From an optimization exercise on the open Yosys and OpenROAD flow, aimed at small area; shortcuts taken in it are not production practice.
Function was checked by simulation only, so behaviour that the tests miss may differ from the original.

===== config.mk =====
export PLATFORM = sky130hd
export DESIGN_NAME = Top
export DESIGN_NICKNAME = Top
export VERILOG_FILES = /design/flow/design.v
export SDC_FILE = /design/flow/constraint.sdc
export NUM_CORES = 4
export LEC_CHECK = 0
export CAP_MARGIN = 20
export CORE_MARGIN = 2
export CORE_UTILIZATION = 40
export GPL_TIMING_DRIVEN = 0
export SLEW_MARGIN = 20

===== constraint.sdc =====
create_clock -name core_clock -period 12.0 [get_ports {i_clk}]
set_input_delay 2.4000 -clock core_clock [delete_from_list [all_inputs] [get_ports {i_clk}]]
set_output_delay 2.4000 -clock core_clock [all_outputs]
set_load 0.01 [all_outputs]

===== design.v =====
module Top(
	input i_clk,
	input i_rst,
	input i_start,
	input [31:0] i_init,
	output [3:0] o_random_out,
	output o_idle
);
  localparam M = 20;
  logic [31:0] s;
  logic        c;
  logic        raw;
  logic        idle;
  logic [8:0]  r;
  logic [5:0]  q;
  logic [3:0]  show;
  assign o_random_out = show;
  assign o_idle = idle;
  wire [31:0] ns = ~s;
  wire        nc = ~c;
  wire        hi_ones = &s[30:M];
  wire        a = s[31] ^ (c & hi_ones);
  wire        ones = (&s[M-1:1]) & (&s[30:M+1]) & (s[M] ^ c);
  wire        corner = ones & (s[0] | a);
  wire        e1  = a & ~raw;
  wire        ne1 = ~e1;
  wire        t31 = raw ? s[31] : (c & hi_ones);
  wire [31:0] prod;
  wire        prod_c;
  wire ys1 = ~(ns[0] ^ e1);
  wire yc2 = ns[0] | e1;
  wire ys3 = ns[1] ^ e1 ^ yc2;
  wire yc4 = (ns[1] & e1) | (yc2 & (ns[1] ^ e1));
  wire ys5 = ns[2] ^ e1 ^ yc4;
  wire yc6 = (ns[2] & e1) | (yc4 & (ns[2] ^ e1));
  wire ys7 = s[0] ^ ns[3] ^ yc6;
  wire yc8 = (s[0] & ns[3]) | (yc6 & (s[0] ^ ns[3]));
  wire ys9 = s[1] ^ ns[4] ^ yc8;
  wire yc10 = (s[1] & ns[4]) | (yc8 & (s[1] ^ ns[4]));
  wire ys11 = s[2] ^ ns[5] ^ yc10;
  wire yc12 = (s[2] & ns[5]) | (yc10 & (s[2] ^ ns[5]));
  wire ys13 = s[3] ^ ns[6];
  wire yc14 = s[3] & ns[6];
  wire ys15 = s[4] ^ ns[7] ^ yc14;
  wire yc16 = (s[4] & ns[7]) | (yc14 & (s[4] ^ ns[7]));
  wire ys17 = s[5] ^ ns[8] ^ yc16;
  wire yc18 = (s[5] & ns[8]) | (yc16 & (s[5] ^ ns[8]));
  wire ys19 = s[6] ^ ns[9] ^ yc18;
  wire yc20 = (s[6] & ns[9]) | (yc18 & (s[6] ^ ns[9]));
  wire ys21 = s[7] ^ ns[10] ^ yc20;
  wire yc22 = (s[7] & ns[10]) | (yc20 & (s[7] ^ ns[10]));
  wire ys23 = s[8] ^ ns[11] ^ yc22;
  wire yc24 = (s[8] & ns[11]) | (yc22 & (s[8] ^ ns[11]));
  wire ys25 = s[9] ^ ns[12] ^ yc24;
  wire yc26 = (s[9] & ns[12]) | (yc24 & (s[9] ^ ns[12]));
  wire ys27 = s[10] ^ ns[13];
  wire yc28 = s[10] & ns[13];
  wire ys29 = s[11] ^ ns[14] ^ yc28;
  wire yc30 = (s[11] & ns[14]) | (yc28 & (s[11] ^ ns[14]));
  wire ys31 = s[12] ^ ns[15] ^ yc30;
  wire yc32 = (s[12] & ns[15]) | (yc30 & (s[12] ^ ns[15]));
  wire ys33 = s[13] ^ ns[16] ^ yc32;
  wire yc34 = (s[13] & ns[16]) | (yc32 & (s[13] ^ ns[16]));
  wire ys35 = s[14] ^ ns[17] ^ yc34;
  wire yc36 = (s[14] & ns[17]) | (yc34 & (s[14] ^ ns[17]));
  wire ys37 = s[15] ^ ns[18] ^ yc36;
  wire yc38 = (s[15] & ns[18]) | (yc36 & (s[15] ^ ns[18]));
  wire ys39 = s[16] ^ ns[19] ^ yc38;
  wire yc40 = (s[16] & ns[19]) | (yc38 & (s[16] ^ ns[19]));
  wire ys41 = s[17] ^ ns[20] ^ yc40;
  wire yc42 = (s[17] & ns[20]) | (yc40 & (s[17] ^ ns[20]));
  wire ys43 = s[18] ^ ns[21] ^ yc42;
  wire yc44 = (s[18] & ns[21]) | (yc42 & (s[18] ^ ns[21]));
  wire ys45 = s[19] ^ ns[22] ^ yc44;
  wire yc46 = (s[19] & ns[22]) | (yc44 & (s[19] ^ ns[22]));
  wire ys47 = s[20] ^ ns[23] ^ yc46;
  wire yc48 = (s[20] & ns[23]) | (yc46 & (s[20] ^ ns[23]));
  wire ys49 = s[21] ^ ns[24] ^ yc48;
  wire yc50 = (s[21] & ns[24]) | (yc48 & (s[21] ^ ns[24]));
  wire ys51 = s[22] ^ ns[25] ^ yc50;
  wire yc52 = (s[22] & ns[25]) | (yc50 & (s[22] ^ ns[25]));
  wire ys53 = s[23] ^ ns[26] ^ yc52;
  wire yc54 = (s[23] & ns[26]) | (yc52 & (s[23] ^ ns[26]));
  wire ys55 = s[24] ^ ns[27] ^ yc54;
  wire yc56 = (s[24] & ns[27]) | (yc54 & (s[24] ^ ns[27]));
  wire ys57 = s[25] ^ ns[28] ^ yc56;
  wire yc58 = (s[25] & ns[28]) | (yc56 & (s[25] ^ ns[28]));
  wire ys59 = s[26] ^ ns[29] ^ yc58;
  wire yc60 = (s[26] & ns[29]) | (yc58 & (s[26] ^ ns[29]));
  wire ys61 = s[27] ^ ns[30] ^ yc60;
  wire yc62 = (s[27] & ns[30]) | (yc60 & (s[27] ^ ns[30]));
  wire ys63 = ~(s[28] ^ yc62);
  wire y0_ = ys1;
  wire y1_ = ys3;
  wire y2_ = ys5;
  wire y3_ = ys7;
  wire y4_ = ys9;
  wire y5_ = ys11;
  wire y6_ = ys13;
  wire y7_ = ys15;
  wire y8_ = ys17;
  wire y9_ = ys19;
  wire y10_ = ys21;
  wire y11_ = ys23;
  wire y12_ = ys25;
  wire y13_ = ys27;
  wire y14_ = ys29;
  wire y15_ = ys31;
  wire y16_ = ys33;
  wire y17_ = ys35;
  wire y18_ = ys37;
  wire y19_ = ys39;
  wire y20_ = ys41;
  wire y21_ = ys43;
  wire y22_ = ys45;
  wire y23_ = ys47;
  wire y24_ = ys49;
  wire y25_ = ys51;
  wire y26_ = ys53;
  wire y27_ = ys55;
  wire y28_ = ys57;
  wire y29_ = ys59;
  wire y30_ = ys61;
  wire y31_ = ys63;
  wire yk6_ = yc12;
  wire yk13_ = yc26;
  wire ps65 = ns[0] ^ ne1 ^ y5_;
  wire pc66 = (ns[0] & ne1) | (y5_ & (ns[0] ^ ne1));
  wire ps67 = ns[1] ^ y6_ ^ y0_;
  wire pc68 = (ns[1] & y6_) | (y0_ & (ns[1] ^ y6_));
  wire ps69 = ps67 ^ yk6_ ^ pc66;
  wire pc70 = (ps67 & yk6_) | (pc66 & (ps67 ^ yk6_));
  wire ps71 = ns[2] ^ y7_ ^ pc68;
  wire pc72 = (ns[2] & y7_) | (pc68 & (ns[2] ^ y7_));
  wire ps73 = y1_ ^ ps71 ^ pc70;
  wire pc74 = (y1_ & ps71) | (pc70 & (y1_ ^ ps71));
  wire ps75 = ns[3] ^ y8_ ^ pc72;
  wire pc76 = (ns[3] & y8_) | (pc72 & (ns[3] ^ y8_));
  wire ps77 = y2_ ^ ps75 ^ pc74;
  wire pc78 = (y2_ & ps75) | (pc74 & (y2_ ^ ps75));
  wire ps79 = ns[4] ^ y9_ ^ pc76;
  wire pc80 = (ns[4] & y9_) | (pc76 & (ns[4] ^ y9_));
  wire ps81 = y3_ ^ ps79 ^ pc78;
  wire pc82 = (y3_ & ps79) | (pc78 & (y3_ ^ ps79));
  wire ps83 = ns[5] ^ y10_ ^ pc80;
  wire pc84 = (ns[5] & y10_) | (pc80 & (ns[5] ^ y10_));
  wire ps85 = y4_ ^ ps83 ^ pc82;
  wire pc86 = (y4_ & ps83) | (pc82 & (y4_ ^ ps83));
  wire ps87 = ns[6] ^ y11_ ^ pc84;
  wire pc88 = (ns[6] & y11_) | (pc84 & (ns[6] ^ y11_));
  wire ps89 = y5_ ^ ps87 ^ pc86;
  wire pc90 = (y5_ & ps87) | (pc86 & (y5_ ^ ps87));
  wire ps91 = ns[7] ^ y6_ ^ y12_;
  wire pc92 = (ns[7] & y6_) | (y12_ & (ns[7] ^ y6_));
  wire ps93 = ps91 ^ yk6_ ^ pc88;
  wire pc94 = (ps91 & yk6_) | (pc88 & (ps91 ^ yk6_));
  wire ps95 = ns[8] ^ y13_ ^ y7_;
  wire pc96 = (ns[8] & y13_) | (y7_ & (ns[8] ^ y13_));
  wire ps97 = ps95 ^ yk13_ ^ pc92;
  wire pc98 = (ps95 & yk13_) | (pc92 & (ps95 ^ yk13_));
  wire ps99 = s[0] ^ ns[9] ^ y14_;
  wire pc100 = (s[0] & ns[9]) | (y14_ & (s[0] ^ ns[9]));
  wire ps101 = y8_ ^ pc96 ^ ps99;
  wire pc102 = (y8_ & pc96) | (ps99 & (y8_ ^ pc96));
  wire ps103 = e1 ^ ps101 ^ pc98;
  wire pc104 = (e1 & ps101) | (pc98 & (e1 ^ ps101));
  wire ps105 = s[1] ^ ns[10] ^ y15_;
  wire pc106 = (s[1] & ns[10]) | (y15_ & (s[1] ^ ns[10]));
  wire ps107 = pc100 ^ y9_ ^ pc102;
  wire pc108 = (pc100 & y9_) | (pc102 & (pc100 ^ y9_));
  wire ps109 = ps105 ^ ps107 ^ pc104;
  wire pc110 = (ps105 & ps107) | (pc104 & (ps105 ^ ps107));
  wire ps111 = s[2] ^ ns[11] ^ y16_;
  wire pc112 = (s[2] & ns[11]) | (y16_ & (s[2] ^ ns[11]));
  wire ps113 = pc106 ^ y10_ ^ pc108;
  wire pc114 = (pc106 & y10_) | (pc108 & (pc106 ^ y10_));
  wire ps115 = ps111 ^ ps113 ^ pc110;
  wire pc116 = (ps111 & ps113) | (pc110 & (ps111 ^ ps113));
  wire ps117 = s[3] ^ ns[12] ^ y17_;
  wire pc118 = (s[3] & ns[12]) | (y17_ & (s[3] ^ ns[12]));
  wire ps119 = pc112 ^ y11_ ^ pc114;
  wire pc120 = (pc112 & y11_) | (pc114 & (pc112 ^ y11_));
  wire ps121 = ps117 ^ ps119 ^ pc116;
  wire pc122 = (ps117 & ps119) | (pc116 & (ps117 ^ ps119));
  wire ps123 = s[4] ^ ns[13] ^ y18_;
  wire pc124 = (s[4] & ns[13]) | (y18_ & (s[4] ^ ns[13]));
  wire ps125 = pc118 ^ y12_ ^ pc120;
  wire pc126 = (pc118 & y12_) | (pc120 & (pc118 ^ y12_));
  wire ps127 = ps123 ^ ps125 ^ pc122;
  wire pc128 = (ps123 & ps125) | (pc122 & (ps123 ^ ps125));
  wire ps129 = s[5] ^ ns[14] ^ y13_;
  wire pc130 = (s[5] & ns[14]) | (y13_ & (s[5] ^ ns[14]));
  wire ps131 = ps129 ^ yk13_ ^ y19_;
  wire pc132 = (ps129 & yk13_) | (y19_ & (ps129 ^ yk13_));
  wire ps133 = pc124 ^ pc126 ^ ps131;
  wire pc134 = (pc124 & pc126) | (ps131 & (pc124 ^ pc126));
  wire ps135 = s[6] ^ c ^ ns[15];
  wire pc136 = (s[6] & c) | (ns[15] & (s[6] ^ c));
  wire ps137 = ps135 ^ y14_ ^ pc130;
  wire pc138 = (ps135 & y14_) | (pc130 & (ps135 ^ y14_));
  wire ps139 = ps137 ^ y20_ ^ pc132;
  wire pc140 = (ps137 & y20_) | (pc132 & (ps137 ^ y20_));
  wire ps141 = s[7] ^ c ^ ns[16];
  wire pc142 = (s[7] & c) | (ns[16] & (s[7] ^ c));
  wire ps143 = pc136 ^ ps141 ^ y15_;
  wire pc144 = (pc136 & ps141) | (y15_ & (pc136 ^ ps141));
  wire ps145 = pc138 ^ ps143 ^ y21_;
  wire pc146 = (pc138 & ps143) | (y21_ & (pc138 ^ ps143));
  wire ps147 = s[8] ^ c ^ ns[17];
  wire pc148 = (s[8] & c) | (ns[17] & (s[8] ^ c));
  wire ps149 = pc142 ^ ps147 ^ y16_;
  wire pc150 = (pc142 & ps147) | (y16_ & (pc142 ^ ps147));
  wire ps151 = pc144 ^ ps149 ^ y22_;
  wire pc152 = (pc144 & ps149) | (y22_ & (pc144 ^ ps149));
  wire ps153 = s[9] ^ ns[18] ^ pc148;
  wire pc154 = (s[9] & ns[18]) | (pc148 & (s[9] ^ ns[18]));
  wire ps155 = ps153 ^ y17_ ^ pc150;
  wire pc156 = (ps153 & y17_) | (pc150 & (ps153 ^ y17_));
  wire ps157 = ps155 ^ y23_ ^ pc152;
  wire pc158 = (ps155 & y23_) | (pc152 & (ps155 ^ y23_));
  wire ps159 = s[10] ^ ns[19] ^ pc154;
  wire pc160 = (s[10] & ns[19]) | (pc154 & (s[10] ^ ns[19]));
  wire ps161 = ps159 ^ y18_ ^ pc156;
  wire pc162 = (ps159 & y18_) | (pc156 & (ps159 ^ y18_));
  wire ps163 = ps161 ^ y24_ ^ pc158;
  wire pc164 = (ps161 & y24_) | (pc158 & (ps161 ^ y24_));
  wire ps165 = s[11] ^ c ^ ns[20];
  wire pc166 = (s[11] & c) | (ns[20] & (s[11] ^ c));
  wire ps167 = ps165 ^ pc160 ^ y19_;
  wire pc168 = (ps165 & pc160) | (y19_ & (ps165 ^ pc160));
  wire ps169 = pc162 ^ ps167 ^ y25_;
  wire pc170 = (pc162 & ps167) | (y25_ & (pc162 ^ ps167));
  wire ps171 = s[12] ^ ns[21] ^ pc166;
  wire pc172 = (s[12] & ns[21]) | (pc166 & (s[12] ^ ns[21]));
  wire ps173 = ps171 ^ y20_ ^ pc168;
  wire pc174 = (ps171 & y20_) | (pc168 & (ps171 ^ y20_));
  wire ps175 = ps173 ^ y26_ ^ pc170;
  wire pc176 = (ps173 & y26_) | (pc170 & (ps173 ^ y26_));
  wire ps177 = s[13] ^ c ^ ns[22];
  wire pc178 = (s[13] & c) | (ns[22] & (s[13] ^ c));
  wire ps179 = ps177 ^ pc172 ^ y21_;
  wire pc180 = (ps177 & pc172) | (y21_ & (ps177 ^ pc172));
  wire ps181 = pc174 ^ ps179 ^ y27_;
  wire pc182 = (pc174 & ps179) | (y27_ & (pc174 ^ ps179));
  wire ps183 = s[14] ^ c ^ ns[23];
  wire pc184 = (s[14] & c) | (ns[23] & (s[14] ^ c));
  wire ps185 = pc178 ^ ps183 ^ y22_;
  wire pc186 = (pc178 & ps183) | (y22_ & (pc178 ^ ps183));
  wire ps187 = pc180 ^ ps185 ^ y28_;
  wire pc188 = (pc180 & ps185) | (y28_ & (pc180 ^ ps185));
  wire ps189 = s[15] ^ ns[24] ^ pc184;
  wire pc190 = (s[15] & ns[24]) | (pc184 & (s[15] ^ ns[24]));
  wire ps191 = ps189 ^ y23_ ^ pc186;
  wire pc192 = (ps189 & y23_) | (pc186 & (ps189 ^ y23_));
  wire ps193 = ps191 ^ y29_ ^ pc188;
  wire pc194 = (ps191 & y29_) | (pc188 & (ps191 ^ y29_));
  wire ps195 = s[16] ^ ns[25] ^ pc190;
  wire pc196 = (s[16] & ns[25]) | (pc190 & (s[16] ^ ns[25]));
  wire ps197 = ps195 ^ y24_ ^ pc192;
  wire pc198 = (ps195 & y24_) | (pc192 & (ps195 ^ y24_));
  wire ps199 = ps197 ^ y30_ ^ pc194;
  wire pc200 = (ps197 & y30_) | (pc194 & (ps197 ^ y30_));
  wire ps201 = s[17] ^ ns[26] ^ pc196;
  wire ps203 = t31 ^ ps201 ^ y25_;
  wire ps205 = pc198 ^ ps203 ^ y31_;
  wire ps207 = ps93 ^ pc90;
  wire pc208 = ps93 & pc90;
  wire ps209 = ps97 ^ pc94 ^ pc208;
  wire pc210 = (ps97 & pc94) | (pc208 & (ps97 ^ pc94));
  wire ps211 = ps103 ^ pc210;
  wire pc212 = ps103 & pc210;
  wire ps213 = ps109 ^ pc212;
  wire pc214 = ps109 & pc212;
  wire ps215 = ps115 ^ pc214;
  wire pc216 = ps115 & pc214;
  wire ps217 = ps121 ^ pc216;
  wire pc218 = ps121 & pc216;
  wire ps219 = ps127 ^ pc218;
  wire pc220 = ps127 & pc218;
  wire ps221 = ps133 ^ pc128 ^ pc220;
  wire pc222 = (ps133 & pc128) | (pc220 & (ps133 ^ pc128));
  wire ps223 = pc134 ^ ps139;
  wire pc224 = pc134 & ps139;
  wire ps225 = pc140 ^ pc224 ^ ps145;
  wire pc226 = (pc140 & pc224) | (ps145 & (pc140 ^ pc224));
  wire ps227 = pc146 ^ ps151 ^ pc226;
  wire pc228 = (pc146 & ps151) | (pc226 & (pc146 ^ ps151));
  wire ps229 = ps157 ^ pc228;
  wire pc230 = ps157 & pc228;
  wire ps231 = pc230 ^ ps163;
  wire pc232 = pc230 & ps163;
  wire ps233 = pc164 ^ pc232 ^ ps169;
  wire pc234 = (pc164 & pc232) | (ps169 & (pc164 ^ pc232));
  wire ps235 = ps175 ^ pc234;
  wire pc236 = ps175 & pc234;
  wire ps237 = pc176 ^ pc236 ^ ps181;
  wire pc238 = (pc176 & pc236) | (ps181 & (pc176 ^ pc236));
  wire ps239 = pc182 ^ ps187 ^ pc238;
  wire pc240 = (pc182 & ps187) | (pc238 & (pc182 ^ ps187));
  wire ps241 = ps193 ^ pc240;
  wire pc242 = ps193 & pc240;
  wire ps243 = pc242 ^ ps199;
  wire pc244 = pc242 & ps199;
  wire ps245 = pc200 ^ ps205 ^ pc244;
  assign prod = {ps245, ps243, ps241, ps239, ps237, ps235, ps233, ps231, ps229, ps227, ps225, ps223, ps221, ps219, ps217, ps215, ps213, ps211, ps209, ps207, ps89, ps85, ps81, ps77, ps73, ps69, ps65, y4_, y3_, y2_, y1_, y0_};
  assign prod_c = pc222;
  wire        ovr = corner & ~raw;
  wire [31:0] s_next = ovr ? ((a & s[0]) ? 32'd16807 : 32'd0) : prod;
  wire        c_next = prod_c & ~ovr;
  localparam [23:0] HM = {24{1'b1}} << M;
  localparam [23:0] MK = ~(24'd1 << M);
  wire        inc24 = c & (&(s[23:0] | ~HM));
  wire        low_ones = (&(s[23:0] | ~MK)) & (s[M] ^ c);
  wire        cy24 = inc24 | (a & low_ones);
  wire [3:0]  ninc = {cy24 & s[24] & s[25] & s[26], cy24 & s[24] & s[25], cy24 & s[24], cy24};
  wire [3:0]  num = corner ? 4'd0 : (s[27:24] ^ ninc);
  wire r0 = (r == 9'd0);
  wire rlast = (r == 9'd33);
  wire [8:0] r_step = {r[7:0], ~(r[8] ^ r[4])};
  logic hq;
  always_comb begin
    hq = 1'b0;
    if (q >= 6'd1 && q <= 6'd20) hq = 1'b1;
    if (q >= 6'd22 && q <= 6'd40 && !q[0]) hq = 1'b1;
    if (q == 6'd45 || q == 6'd50 || q == 6'd55 || q == 6'd60) hq = 1'b1;
  end
  wire endpt = r0 & (q == 6'd20 || q == 6'd40 || q == 6'd60);
  wire fin   = r0 & (q == 6'd60);
  wire sample = ~idle & r0 & hq;
  wire clr = idle | (i_start & ~endpt);
  always_ff @(posedge i_clk) begin
    if (~i_rst) begin
      s <= i_init;
      c <= 1'b0;
      raw <= 1'b1;
      idle <= 1'b1;
      show <= 4'd0;
    end else begin
      s <= s_next;
      c <= c_next;
      raw <= 1'b0;
      idle <= idle ? ~i_start : fin;
      if (sample) show <= num;
    end
  end
  wire [5:0] qt;
  assign qt[0] = rlast;
  genvar gi;
  generate for (gi = 1; gi < 6; gi = gi + 1) begin : g_qt
    assign qt[gi] = qt[gi-1] & q[gi-1];
  end endgenerate
  always_ff @(posedge i_clk) begin
    r <= (clr | rlast) ? 9'd0 : r_step;
    q <= clr ? 6'd0 : (q ^ qt);
  end
endmodule

===== flow/run.sh =====
#!/bin/bash
# Layout flow: the standard synthesis, then a netlist pass (flow/fixinv.py)
# that sets cells to their smallest drive strength and removes inverters
# around full adders (function unchanged, registers untouched), then the
# standard ORFS flow with minimum-size port buffers and a clock tree
# without dummy balancing loads; the buffers ABC inserted are removed at
# floorplan (the repair steps add buffers where needed).
set -euo pipefail
R=orfs/results/${FLOW_PLATFORM}/Top/base
LIB=${FLOW_HOME}/platforms/${FLOW_PLATFORM}/lib/sky130_fd_sc_hd__tt_025C_1v80.lib
bash standard.sh synth > synth_make.log 2>&1
python3 flow/fixinv.py "$R/1_2_yosys.v" "$R/1_2_yosys.fixinv.v" --downsize "$LIB" > fixinv.log 2>&1
cp "$R/1_2_yosys.v" "$R/1_2_yosys.orig.v"
cp "$R/1_2_yosys.fixinv.v" "$R/1_2_yosys.v"
rm -f "$R/1_synth.odb" "$R/1_synth.sdc"
export BUFFER_PORTS_ARGS="-buffer_cell sky130_fd_sc_hd__buf_1"
export REMOVE_ABC_BUFFERS=1
export CTS_ARGS="-sink_clustering_enable -repair_clock_nets -dont_use_dummy_load -buf_list sky130_fd_sc_hd__clkbuf_8"
bash standard.sh finish > layout_make.log 2>&1

===== flow/fixinv.py =====
#!/usr/bin/env python3
"""Removes inverters around full adders in a Yosys netlist.

A full adder is self-dual: FA(~a, ~b, ~c) = (~sum, ~cout). Yosys's extract_fa
often builds adders whose inputs and outputs pass through inverters. This
script treats every inverter as a literal (net, phase), chooses for every
full adder whether to flip it (feed it complemented inputs, which
complements both outputs), and then re-inserts one inverter per net whose
complement is still needed. The netlist's function is unchanged; registers
and all other cells are kept as they are.

With --downsize LIB, every cell is first set to the smallest drive strength
of its family in the liberty file (the layout's repair steps size cells up
where timing or slew needs it).

usage: fixinv.py in.v out.v [--downsize LIB]
"""
import re, sys, random

OUTPINS = {"X", "Y", "Q", "Q_N", "SUM", "COUT", "HI", "LO"}
src = open(sys.argv[1]).read()
if "--downsize" in sys.argv:
    lib = open(sys.argv[sys.argv.index("--downsize") + 1]).read()
    area = {m.group(1): float(m.group(2)) for m in re.finditer(
        r'cell\s*\(\s*"?(sky130_fd_sc_hd__\w+)"?\s*\)\s*\{.*?area\s*:\s*([\d.]+)', lib, re.S)}
    fam = {}
    for c, a in area.items():
        mm = re.match(r"(.*)_(\d+)$", c)
        if mm: fam.setdefault(mm.group(1), []).append((a, 0 if mm.group(2) == "1" else 1, c))
    def small(c):
        mm = re.match(r"(.*)_(\d+)$", c)
        if not mm or mm.group(1) not in fam: return c
        return min(fam[mm.group(1)])[2]
    nd = [0]
    def rep(m):
        c = small(m.group(1))
        if c != m.group(1): nd[0] += 1
        return m.group(0).replace(m.group(1), c, 1)
    src = re.sub(r"^\s*(sky130_fd_sc_hd__\w+)\s", rep, src, flags=re.M)
    sys.stderr.write(f"fixinv: downsized {nd[0]} cells\n")
inst_re = re.compile(r"^(\s*)(sky130_fd_sc_hd__\w+)\s+(\S+)\s*\((.*?)\);\n", re.S | re.M)
pin_re = re.compile(r"\.(\w+)\(\s*(.*?)\s*\)(?=\s*[,)]|\s*$)", re.S)

insts = []
for m in inst_re.finditer(src):
    body = m.group(4)
    pins = [(p, n.strip()) for p, n in re.findall(r"\.(\w+)\(([^()]*)\)", body)]
    insts.append({"span": m.span(), "type": m.group(2), "name": m.group(3), "pins": pins})

def is_inv(t): return re.match(r"sky130_fd_sc_hd__(inv|clkinv)_\d+$", t) is not None
def is_fa(t): return re.match(r"sky130_fd_sc_hd__fa_\d+$", t) is not None

# literal of a net: follow inverter chains to a non-inverter driver
inv_of = {}            # inverter output net -> input net
for it in insts:
    if is_inv(it["type"]):
        d = dict(it["pins"]); inv_of[d["Y"]] = d["A"]
def lit(n):
    ph = 0
    seen = 0
    while n in inv_of:
        n = inv_of[n]; ph ^= 1; seen += 1
        if seen > 1000: raise SystemExit("inverter loop")
    return (n, ph)

fas = [it for it in insts if is_fa(it["type"])]
others = [it for it in insts if not is_inv(it["type"])]
fa_out = {}            # base net -> fa index (nets driven by FA outputs)
for i, it in enumerate(fas):
    for p, n in it["pins"]:
        if p in OUTPINS: fa_out[n] = i

# consumers: list of (inst, pin, literal); FA inputs depend on flip
# ports: output port nets must be driven with their literal
port_outs = []
hdr = src[:src.index(");") + 2]
m = re.search(r"module\s+\w+\s*\((.*?)\);", src, re.S)
outs_decl = re.findall(r"^\s*output\s+(\[\d+:\d+\])?\s*(\w+);", src, re.M)
out_nets = set()
for rng, name in outs_decl:
    if rng:
        a, b = map(int, rng[1:-1].split(":"))
        for k in range(min(a, b), max(a, b) + 1): out_nets.add(f"{name}[{k}]")
    else:
        out_nets.add(name)
# a net that is an output port and driven by an inverter: keep it as is
cons = []   # (kind, idx, pin, literal)
for i, it in enumerate(insts):
    if is_inv(it["type"]):
        d = dict(it["pins"])
        if d["Y"] in out_nets:
            cons.append(("port", i, "Y", lit(d["Y"])))
        continue
    for p, n in it["pins"]:
        if p in OUTPINS: continue
        cons.append(("fa" if is_fa(it["type"]) else "cell", i, p, lit(n)))

fa_index = {id(it): k for k, it in enumerate(fas)}
def phys_phase(base, flip):
    k = fa_out.get(base)
    return flip[k] if k is not None else 0

def needed(flip):
    need = set()
    for kind, i, p, (base, ph) in cons:
        req = ph
        if kind == "fa":
            req ^= flip[fa_index[id(insts[i])]]
        if req != phys_phase(base, flip):
            need.add(base)
    return need

def descend(flip):
    best = len(needed(flip))
    improved = True
    while improved:
        improved = False
        for k in range(len(fas)):
            flip[k] ^= 1
            c = len(needed(flip))
            if c < best:
                best = c; improved = True
            else:
                flip[k] ^= 1
        if not improved:
            for k in range(len(fas)):
                for l in range(k + 1, len(fas)):
                    flip[k] ^= 1; flip[l] ^= 1
                    c = len(needed(flip))
                    if c < best:
                        best = c; improved = True
                        break
                    flip[k] ^= 1; flip[l] ^= 1
                if improved: break
    return best

random.seed(1)
flip = [0] * len(fas)
start = len(needed(flip))
best = descend(flip)
bestflip = list(flip)
for it in range(40):
    f2 = list(bestflip)
    for k in random.sample(range(len(fas)), max(1, len(fas) // 8)):
        f2[k] ^= 1
    c = descend(f2)
    if c < best:
        best, bestflip = c, f2
flip = bestflip
need = needed(flip)
def esc(n): return n + " " if n.startswith("\\") else n
invnet = {}
newwires = []
newinsts = []
for k, base in enumerate(sorted(need)):
    nn = f"fixinv_n{k}"
    invnet[base] = nn
    newwires.append(f"  wire {nn};\n")
    newinsts.append(f"  sky130_fd_sc_hd__inv_1 fixinv_i{k} (\n    .A({esc(base)}),\n    .Y({nn})\n  );\n")

def net_for(base, req, flip):
    if req == phys_phase(base, flip): return base
    return invnet[base]

# rewrite instances
out = []
pos = 0
ci = 0
cons_by = {}
for kind, i, p, l in cons:
    cons_by[(i, p)] = (kind, l)
for i, it in enumerate(insts):
    a, b = it["span"]
    out.append(src[pos:a]); pos = b
    if is_inv(it["type"]):
        d = dict(it["pins"])
        if d["Y"] in out_nets:
            base, ph = lit(d["Y"])
            n = net_for(base, ph, flip)
            # drive the port with a buffer-free inverter pair is avoided: use inverter of the literal's complement
            if n == base:
                # need: port = literal(base, ph) and base carries ph physically -> port must equal base
                out.append(f"  sky130_fd_sc_hd__buf_1 {it['name']} (\n    .A({esc(base)}),\n    .X({esc(d['Y'])})\n  );\n")
            else:
                out.append(f"  sky130_fd_sc_hd__inv_1 {it['name']} (\n    .A({esc(base)}),\n    .Y({esc(d['Y'])})\n  );\n")
        continue
    pins = []
    fl = flip[fa_index[id(it)]] if is_fa(it["type"]) else 0
    for p, n in it["pins"]:
        if p in OUTPINS:
            pins.append((p, n)); continue
        kind, (base, ph) = cons_by[(i, p)]
        pins.append((p, net_for(base, ph ^ fl, flip)))
    body = ",\n".join(f"    .{p}({esc(n)})" for p, n in pins)
    out.append(f"  {it['type']} {it['name']} (\n{body}\n  );\n")
out.append(src[pos:])
res = "".join(out)
# declare new wires after the last wire declaration, new cells before endmodule
idx = res.rfind("endmodule")
res = res[:idx] + "".join(newinsts) + res[idx:]
m = list(re.finditer(r"^\s*wire .*;\n", res, re.M))[-1]
res = res[:m.end()] + "".join(newwires) + res[m.end():]
open(sys.argv[2], "w").write(res)
ninv0 = sum(1 for it in insts if is_inv(it["type"]))
sys.stderr.write(f"fixinv: {len(fas)} full adders, {sum(flip)} flipped; inverters {ninv0} -> {len(need)}\n")

===== standard.sh =====
#!/bin/bash
# synth_recipe.tcl (not shown) runs the flow's synth.tcl, then flattens the netlist and writes it again
# the make line also repeats each setting of config.mk as NAME=value (left out here)
make -C /OpenROAD-flow-scripts/flow DESIGN_CONFIG=/design/flow/config.mk WORK_HOME=/design/flow/orfs CLKGATE_MAP_FILE= SYNTH_SCRIPT=/design/flow/synth_recipe.tcl "${@:-finish}"

==> results.txt <==
[worst paths after layout]
path                   startpoint              end  slack, ns  depth (start not counted)
setup / recovery     c$_SDFF_PN0_    s[19]$_DFF_P_       2.28                         29
hold reg to reg   r[1]$_SDFF_PP0_  r[2]$_SDFF_PP0_       0.46                          1
setup reg to reg     c$_SDFF_PN0_    s[19]$_DFF_P_       2.28                         29
hold / removal    r[1]$_SDFF_PP0_  r[2]$_SDFF_PP0_       0.46                          1
[cells in the final DEF, fill, tap and decap left out, types with 2 or more instances in the layout]
cell / n
fa_1: 103
dfxtp_1: 54
inv_1: 45
buf_1: 39
ha_1: 24
a22o_1: 23
xnor2_1: 11
and2_1: 10
and3_1: 9
nand3_1: 7
a221o_1: 7
nand4_1: 6
o2bb2ai_1: 6
clkbuf_8: 5
nand2_1: 4
xor2_1: 4
o21ai_1: 4
nor4_1: 3
nor2_1: 3
o22ai_1: 2
a31oi_1: 2
nor3b_1: 2
nor3_1: 2
o221ai_1: 2
[final cells by class]
cell class,instances,area share (%)
clock buffers,5,1.41
flip-flops and latches,54,22.1
multi-input cells,245,65.9
repair buffers,40,3.55
inverters,45,3.45
well taps,140,3.58
[per-stage QoR]
| stage | worst slack [ns] | util, % | instance area, µm² |
|---|---|---|---|
| after detailed placement | 2.25 | 44.1 | 4830 |
| after global routing | 1.72 | 44.8 | 4900 |
| after global placement | 2.33 | 43.9 | 4800 |
| after floorplan | 3.03 | - | 4480 |
| after CTS | 2.22 | 44.8 | 4890 |
| final | 2.28 | 44.8 | 4900 |
[worst register-to-register path: cells and delay by family (launching register included)]
kind            cells  cell delay, ns
compound gates      1            0.10
xor+xnor            1            0.16
fa+ha+maj          21            7.66
buf+inv             3            0.26
flops               1            0.68
simple gates        3            0.80
[metal layers]
layer  share of wire, %  vias to the layer above  wire length (µm)  global-route usage, %
met3                3.7                        6               353                   3.64
li1                   -                     1259                 -                      -
met2                 48                       50              4590                   28.8
met5                  0                        -                 0                      0
met4               0.81                        0                77                   3.57
met1                 47                     1451              4480                   25.7
[state kept, by name (all words and copies together), names as in the netlist]
register / cells
c: 1
idle: 1
show: 4
raw: 1
q: 6
s: 32
r: 9
==> flow_summary.ini <==
[status]
status = timing/DRC/antenna clean

[critical_path]
path_buf_inv = 3
crit_slowest_cell = dfxtp_1
crit_arrival_ns = 9.96
critPathCaptureType = flop
worst-endpoint-required_ns = 12.23
cp-start-kind = flop
crit_fanout = 8
critPathTopFamily = adder cells
max_stage_delay_ns = 0.68
setup.worst_path.class = reg -> reg
crit_top_cell = fa_1

[placement]
hpwlAfterDp_um = 8000
placed_cells = 524
io_buffers = 39
gp_congestion = 0.862

[global_route]
grt_pass1_vias = 3128
antenna_found_initial = 0
grt_max_degree = 27
gr-usage-all-layers_pct = 18.0
grt-ovfl-total = 0
grt_pass1_wl_um = 16100

[floorplanning]
rows = 38
core_mm2 = 0.0109
die_w_um = 110
die_h_um = 110
die-area_mm2 = 0.0122
start_util_pct = 41.3
num_io_pins = 40

[routing]
antenna_left = 0
num_vias = 2766
drt-initial-drc-count = 78
drc_errors = 0
firstDrtPassIters = 4
wl_per_cell_um = 18.0
via_per_inst = 5.23
wl_um = 9500

[timing]
fin_crit_sh_pct = 81.0
worst_pin_slew_ns = 0.851
fmax_mhz = 103
finalHoldViolCount = 0
slew_violations = 0
setup_viol = 0
hold_slack_ns = 0.460
worst_clock_skew_ns = 0.0182
rsz0062_at_grt = false
slew_headroom_pct = 43.3
tns_ns = 0
min_period_ns = 9.72

[worst_hold_path]
hp-class = reg -> reg

[clocking]
post_cts_buffers = 0
htree_levels = 2
cts-root-buf = clkbuf_8
cts_sinks = 54
path_clk_slew_ns = 0.11
cts.repair.resized = 0
clock_latency_ns = 0.32
clock_path_buffers = 2
cts_made_buffers = 5
tritoncts = yes
hold_buffers = 0

[layout]
stdcell_count = 529
multiInputGateArea_mm2 = 0.00323
fillers = 1050
ff_latch_area_mm2 = 0.00108
area.growth.synth_to_final_pct = 8.45
drive_above_1_share_pct = 1.80
num_antenna_cells = 0
fin_nets = 553

[synthesis]
syn-instance-count = 354
syn_area_per_cell_um2 = 12.8
synth_warnings = 1
netlist_area_mm2 = 0.00451

[flow_run]
maxCapViolations = 0

re-timing with driven ports:
In the flow no input, the clock included, has a driving cell. The finished layout below was timed again as built, in two steps. Step 1, drivers: a clkbuf_16 drives i_clk and a buf_2 each remaining input, both assumed. Step 2 also shifts input and output timing later by t, the mid clock arrival at the registers, as if the neighbouring blocks saw the same clock. a / b / c = ideal ports / drivers / drivers and shift; a / b = the first two.
shift t [ns]: 0.337
setup slack, ns: 2.278 / 2.278 / 2.278
hold slack, ns: 0.460 / 0.460 / 0.460
clock arrival spread, ns: 0.018 / 0.018
slew at the worst register clock pin (ns): 0.11 / 0.11
After both steps this run still meets setup and hold. The setup slack of this run moves by 0.000 ns with the drivers and by 0.000 ns with both steps.
